Source: an optimization exercise on an open RTL-to-GDS flow (aim: small area and a short achievable clock period). Production flows keep margins and buffers that such runs may drop.
The RTL was checked by simulation tests, not by an equivalence proof against the original design.

===== flow/run.sh =====
#!/bin/bash
# synth_recipe.tcl (not shown) runs the flow's synth.tcl, then flattens the netlist and writes it again
# the make line also repeats each setting of config.mk as NAME=value (left out here)
make -C /OpenROAD-flow-scripts/flow DESIGN_CONFIG=/design/flow/config.mk WORK_HOME=/design/flow/orfs CLKGATE_MAP_FILE= SYNTH_SCRIPT=/design/flow/synth_recipe.tcl finish

===== flow/config.mk =====
export PLATFORM = sky130hd
export DESIGN_NAME = karatsaub
export DESIGN_NICKNAME = karatsaub
export VERILOG_FILES = /design/flow/design.v
export SDC_FILE = /design/flow/constraint.sdc
export NUM_CORES = 4
export LEC_CHECK = 0
export CAP_MARGIN = 20
export CORE_MARGIN = 2
export CORE_UTILIZATION = 40
export SLEW_MARGIN = 20

===== flow/constraint.sdc =====
create_clock -name core_clock -period 10.0 [get_ports {clk}]
set_input_delay 2.0000 -clock core_clock [delete_from_list [all_inputs] [get_ports {clk}]]
set_output_delay 2.0000 -clock core_clock [all_outputs]
set_load 0.01 [all_outputs]

===== flow/design.v =====
`timescale 1ns / 1ps
module MBA 
#(
    parameter LOGQ       = 64,
    parameter IS_Q_FIXED = 0,
    parameter Q          = 64'd18446744069414584321,
    parameter DELAY_ADD  = 2,   
    parameter DELAY_SUB  = 2,   
    parameter DELAY_MUL  = 2, 
    parameter DELAY_RED  = 3,
    parameter DELAY_BRAM = 1,  
    parameter DELAY_BROM = 1,  
    parameter DELAY_FIFO = 1   
)(
    input                   clk,
    input                   rst,
    input  [LOGQ/4:0]       in_a,
    input  [LOGQ/4:0]       in_b,
    output reg [LOGQ/2+1:0] out_c
);
    localparam NPP = LOGQ/8 + 1;    
    reg [LOGQ/2+1:0] ans [NPP-1:0];
    reg [LOGQ/2+1:0] extended_a_r;
    reg [LOGQ/2+1:0] a_r2;
    reg [LOGQ/2-1:0] extended_b_r;
    reg [2:0] lookme [NPP-1:0];
    reg [2:0] look_r [NPP-1:0];
    reg [LOGQ/2+1:0] out1, out4;
    always @(posedge clk or posedge rst) begin
        if (rst) begin
            extended_a_r <= 0;
            extended_b_r <= 0;
        end else begin
            extended_a_r <= {{LOGQ{1'b0}}, in_a};
            extended_b_r <= {{LOGQ{1'b0}}, in_b};
        end
    end
    generate
        for (genvar m = 0; m <= LOGQ/4; m = m + 2) begin : g_enc
            always @(posedge clk) begin
                lookme[m/2] <= {extended_b_r[m+1], extended_b_r[m], ((m == 0) ? 1'b0 : extended_b_r[m-1])};
            end
        end
    endgenerate
    always @(posedge clk) begin
        a_r2 <= extended_a_r;
    end
    always @(posedge clk) begin : pp_gen
        integer i;
        for (i = 0; i <= LOGQ/4; i = i + 2) begin
            case (lookme[i/2])
                3'b001, 3'b010, 3'b101, 3'b110 : ans[i/2] <= a_r2 << i;
                3'b011, 3'b100                 : ans[i/2] <= a_r2 << (i + 1);
                default                        : ans[i/2] <= 0;
            endcase
            look_r[i/2] <= lookme[i/2];
        end
    end
    always @(posedge clk) begin : acc_lo
        reg [LOGQ/2+1:0] s;
        integer i;
        s = 0;
        for (i = 0; i < LOGQ/8; i = i + 2) begin
            case (look_r[i/2])
                3'b001, 3'b010, 3'b011 : s = s + ans[i/2];
                3'b101, 3'b110, 3'b100 : s = s - ans[i/2];
                default: ;
            endcase
        end
        out1 <= s;
    end
    always @(posedge clk) begin : acc_hi
        reg [LOGQ/2+1:0] s;
        integer i;
        s = 0;
        for (i = LOGQ/8; i <= LOGQ/4; i = i + 2) begin
            case (look_r[i/2])
                3'b001, 3'b010, 3'b011 : s = s + ans[i/2];
                3'b101, 3'b110, 3'b100 : s = s - ans[i/2];
                default: ;
            endcase
        end
        out4 <= s;
    end
    always @(posedge clk) begin
        out_c <= out1 + out4;
    end
endmodule
`timescale 1ns / 1ps
module karatsaub 
#(
    parameter LOGQ       = 64,
    parameter IS_Q_FIXED = 0,
    parameter Q          = 64'd18446744069414584321,
    parameter DELAY_ADD  = 2,   
    parameter DELAY_SUB  = 2,   
    parameter DELAY_MUL  = 2, 
    parameter DELAY_RED  = 3,
    parameter DELAY_BRAM = 1,  
    parameter DELAY_BROM = 1,  
    parameter DELAY_FIFO = 1   
)(
    input                   clk,
    input                   rst,
    input                   in_valid,
    input  [LOGQ/2-1:0]     in_a,
    input  [LOGQ/2-1:0]     in_b,
    output                  out_valid,
    output reg [(LOGQ)-1:0] out_c
);
    localparam LAT = 9;
    reg [(LOGQ)-1:0] z1, inter4;
    reg [LOGQ/4:0] x1, x0, y1, y0;
    reg [LAT-1:0] vld;
    always @(posedge clk or posedge rst) begin
        if (rst) begin
            x0 <= 0;
            x1 <= 0;
            y0 <= 0;
            y1 <= 0;
        end else begin
            x0 <= in_a[(LOGQ/4)-1:0];
            x1 <= in_a[(LOGQ/2)-1:(LOGQ/4)];
            y0 <= in_b[(LOGQ/4)-1:0];
            y1 <= in_b[(LOGQ/2)-1:(LOGQ/4)];
        end
    end
    always @(posedge clk or posedge rst) begin
        if (rst) vld <= 0;
        else     vld <= {vld[LAT-2:0], in_valid};
    end
    assign out_valid = vld[LAT-1];
    wire [LOGQ/4:0] sum_x = x0 + x1;
    wire [LOGQ/4:0] sum_y = y0 + y1;
    wire [LOGQ/2+1:0] z0_wire, z2_wire, z3_wire;
    MBA #(.LOGQ(LOGQ)) inst1 (.clk(clk), .rst(rst), .in_a(x0),    .in_b(y0),    .out_c(z0_wire));
    MBA #(.LOGQ(LOGQ)) inst2 (.clk(clk), .rst(rst), .in_a(x1),    .in_b(y1),    .out_c(z2_wire));
    MBA #(.LOGQ(LOGQ)) inst3 (.clk(clk), .rst(rst), .in_a(sum_x), .in_b(sum_y), .out_c(z3_wire));
    reg [LOGQ/2+1:0] z0_d, z2_d, z3_d, z0_dd, z2_dd;
    always @(posedge clk or posedge rst) begin
        if (rst) begin
            inter4 <= 0;
            z1     <= 0;
            z0_d   <= 0;
            z2_d   <= 0;
            z3_d   <= 0;
            z0_dd  <= 0;
            z2_dd  <= 0;
        end else begin
            inter4 <= -(z2_wire + z0_wire);
            z3_d   <= z3_wire;
            z0_d   <= z0_wire;
            z2_d   <= z2_wire;
            z1     <= z3_d + inter4;
            z0_dd  <= z0_d;
            z2_dd  <= z2_d;
        end
    end
    always @(posedge clk or posedge rst) begin
        if (rst) begin
            out_c <= 0;
        end else begin
            out_c <= (z2_dd << LOGQ/2) + (z1 << (LOGQ/4)) + z0_dd;
        end
    end
endmodule

==> summary.md <==
| Metric | Value |
|---|---|
| Post-Syn Instances | `9229` |
| Max stage delay on crit path | `460 ps` |
| Area growth from synthesis to layout | `11.9%` |
| Commonest register cell after synthesis | `dfxtp_1` |
| Largest area contributor in the netlist | `dfxtp_1` |
| Yosys top cell area share | `0.214` |
| Clock skew | `58.9 ps` |
| Critical path type | `register to register` |
| Die extent in x | `462 microns` |
| Starting density of the core | `0.402` |
| RR Startpoint | `inst1.ans[4][9]` |
| Fill count | `19900` |
| Share of cells above drive strength 1 | `0.0662` |
| CTS tree | `done` |
| Max-Cap Viols | `0` |
| Synth Register Bits | `1392` |
| Antenna violations before repair | `13` |
| Post-DRT Antenna Nets | `0` |
| Vias in the first global route | `64500` |
| Cells on worst reg2reg path | `42` |
| Hold crit path type | `register to register` |
| EDFF count, synth | `0` |
| Finish-stage setup viols | `0` |
| Status | `no timing/DRC/antenna violations` |
| Critical Path AT | `10180 ps` |
| Most frequent CP cell | `a21o_1` |
| Fin nets | `10200` |
| Fmax | `0.105 GHz` |
| Crit path max-delay cell type | `or3_1` |
| Clock transition at the registers of the reported paths | `60 ps` |
| Core Box Area | `209000 sq um` |
| Fin Setup TNS | `0 ps` |
| Synth Net Count | `10200` |
| Global-route usage over all layers | `0.212` |
| Die Ht | `462 microns` |
| Worst hold endpoint | `z0_dd[21]` |
| Critical Path Start Type | `register` |
| Pin count of the biggest net entering global routing | `179` |
| Area after DPL | `88000 sq um` |
| Site row count | `168` |
| Drt drc | `0` |
| FFs w/ async S/R, synth | `0.357` |
| Clock buffer depth | `3` |
| Max Slew Vio Count | `0` |
| R2r endpoint | `inst1.out4[33]` |
| Initial DRC Count | `4523` |
| Minimum clock period | `9490 ps` |
| Drt total wl | `230 mm` |
| Finished Cell Area | `93900 sq um` |
| Mapped cell area | `83900 sq um` |
| Required @ worst endpoint | `10690 ps` |
| Sequential area share after synthesis | `0.362` |
| Slew HR | `0.182` |
| Synth Area per Inst | `9.09 sq um` |
| I/O pin cnt | `132` |
| IO buf count | `131` |
| RSZ-0062 raised after global routing | `true` |
| Clk sinks | `1392` |
| CP Capture Type | `register` |
| DR pass1 iterations | `6` |
| First-pass GRT wire length | `358 mm` |
| Root Driver | `clkbuf_16` |
| Crit Path Max Fanout | `6` |
| Via total after detailed routing | `66800` |
| # H-tree levels | `4` |
| DR WL/cell | `18.9 microns` |
| Crit share post-route | `0.949` |
| Synth cell types | `106` |
| GPL Wtd Cong | `0.893` |
| Vias per inst | `5.48` |
| DIE AREA | `213000 sq um` |
| Final Hold Fails | `0` |
| DPL Wire Length | `178 mm` |
| CTS buffer count | `158` |
| Most frequent cell after synthesis | `dfxtp_1` |
| Ys Warns | `5` |
| Gr ovfl total | `0` |
| Worst skew pair latency | `830 ps` |
| Hold path depth | `0` |
| Worst-Margin Slew | `1230 ps` |
| Synth area leaders | `dfxtp_1, dfrtp_1, ha_1` |
| R2R setup slack | `510 ps` |
| Top post-synthesis cells by count | `dfxtp_1, ha_1, nor2_1, nand2_1, xnor2_1` |
| Hold wc startpoint | `z0_d[21]` |
-- area by class of cell --
type	instances	area [sq um]	share of cell area
multi-input cells	7063	51000	0.543
flip-flops and latches	1392	30400	0.323
clock buffers	210	4430	0.0472
well taps	2805	3510	0.0374
repair buffers	215	2000	0.0213
inverters	411	1550	0.0165
clock inverters	84	1080	0.0115
diodes	4	10.0	0.000107
-- kinds of logic (layout without fill, tap and decap cells) --
group                    Yosys count  in the layout  share of synthesized area
buffers and inverters            774            920                     0.0348
AND/OR/NAND/NOR                 2494           2494                      0.144
AO/OA/AOI/OAI                   2641           2641                      0.214
adder cells (fa/ha/maj)          855            855                      0.129
XOR/XNOR                         932            932                     0.0984
other                              0              4                          0
multiplexers                     141            141                     0.0184
flip-flops                      1392           1392                      0.362
-- metal layers --
layer / wire length (microns) / up-vias / GRT usage
li1: - / 33200 / -
met1: 110000 / 31700 / 0.295
met2: 101000 / 1599 / 0.339
met3: 11600 / 342 / 0.0260
met4: 7520 / 0 / 0.0716
met5: 0 / - / 0
-- sequential cells by signal, summed over array words and instances, names as in the netlist, 48 cells and up --
signal / flops
z1: 48
inst3.ans: 162
inter4: 48
inst2.ans: 152
out_c: 64
inst1.ans: 152
-- cells in the final DEF (no fill, tap or decap), types with 62 or more instances in the layout --
master / instances
a21oi_1: 580
dfrtp_1: 497
ha_1: 842
a22o_1: 417
nor3_1: 271
nand2b_1: 80
and2_1: 167
nand2_1: 648
mux2_2: 82
o21bai_1: 66
o21ai_0: 526
xnor2_1: 584
o21a_1: 220
buf_4: 78
o31ai_1: 133
inv_1: 408
or3_1: 111
a21o_1: 178
nor4_1: 62
a31oi_1: 66
nand3_1: 138
nor2b_1: 93
xor2_1: 327
clkbuf_16: 162
nor2_1: 646
clkdlybuf4s50_1: 131
dfxtp_1: 884
-- metrics by stage --
stage	util	setup WS, ps	std cells	hold slack, ps
final	0.449	506	12200	312
after global routing	0.449	-66.3	12200	320
after floorplan	-	1160	9229	310
after CTS	0.448	249	12200	309
after global placement	0.421	394	11900	310
after detailed placement	0.421	305	11900	314
-- worst max-delay path by stage --
stage / end / startpoint / cells past startpoint
2_1_floorplan: inst1.out4[33] / inst1.ans[4][8] / 43
3_3_place_gp: inst1.out4[33] / inst1.ans[4][8] / 42
3_5_place_dp: inst1.out4[33] / inst1.ans[4][8] / 42
4_1_cts: inst1.out4[33] / inst1.ans[4][8] / 42
5_1_grt: inst1.out4[33] / inst1.ans[4][9] / 42
6_report: inst1.out4[33] / inst1.ans[4][9] / 42
-- repair_timing --
action | CTS | global route
endpoints found under the setup margin | 0 | 6
hold buffers | 0 | 0
resized for setup | 0 | 29
setup buffers | 0 | 4
-- worst max-delay path: cells and delay by family, from the launching register on --
kind	cells	cell delay, ps
buffers and inverters	2	180
multiplexers	2	460
XOR/XNOR	4	660
AO/OA/AOI/OAI	22	4530
AND/OR/NAND/NOR	8	1950
flip-flops	1	330
adder cells (fa/ha/maj)	4	1280

[static timing again, ports no longer ideal]
How much do the figures lean on ideal ports? The routed layout below was timed once more, with nothing changed but the port constraints. Step 1 sets driving cells, clkbuf_16 on the clock port and buf_2 on the other inputs (assumed; they add their load-dependent delay and slew). Step 2 adds t to the input delays and takes it off the output delays; t is the mean of the earliest and latest rising clock arrival at the registers after step 1. Input paths then give back, and output paths get back, about the clock's delay inside the block. a / b / c = no drivers / after step 1 / after step 2; a / b = the first two.
shift t [ns]: 0.895
setup slack, ns: 0.506 / 0.506 / 0.506
hold WS [ns]: 0.312 / 0.312 / 0.312
worst register clock-pin slew, ns: 0.07 / 0.07
After both steps setup and hold are still met in this run. For this run, drivers alone change the setup slack by 0.000 ns; drivers and shift together by 0.000 ns.
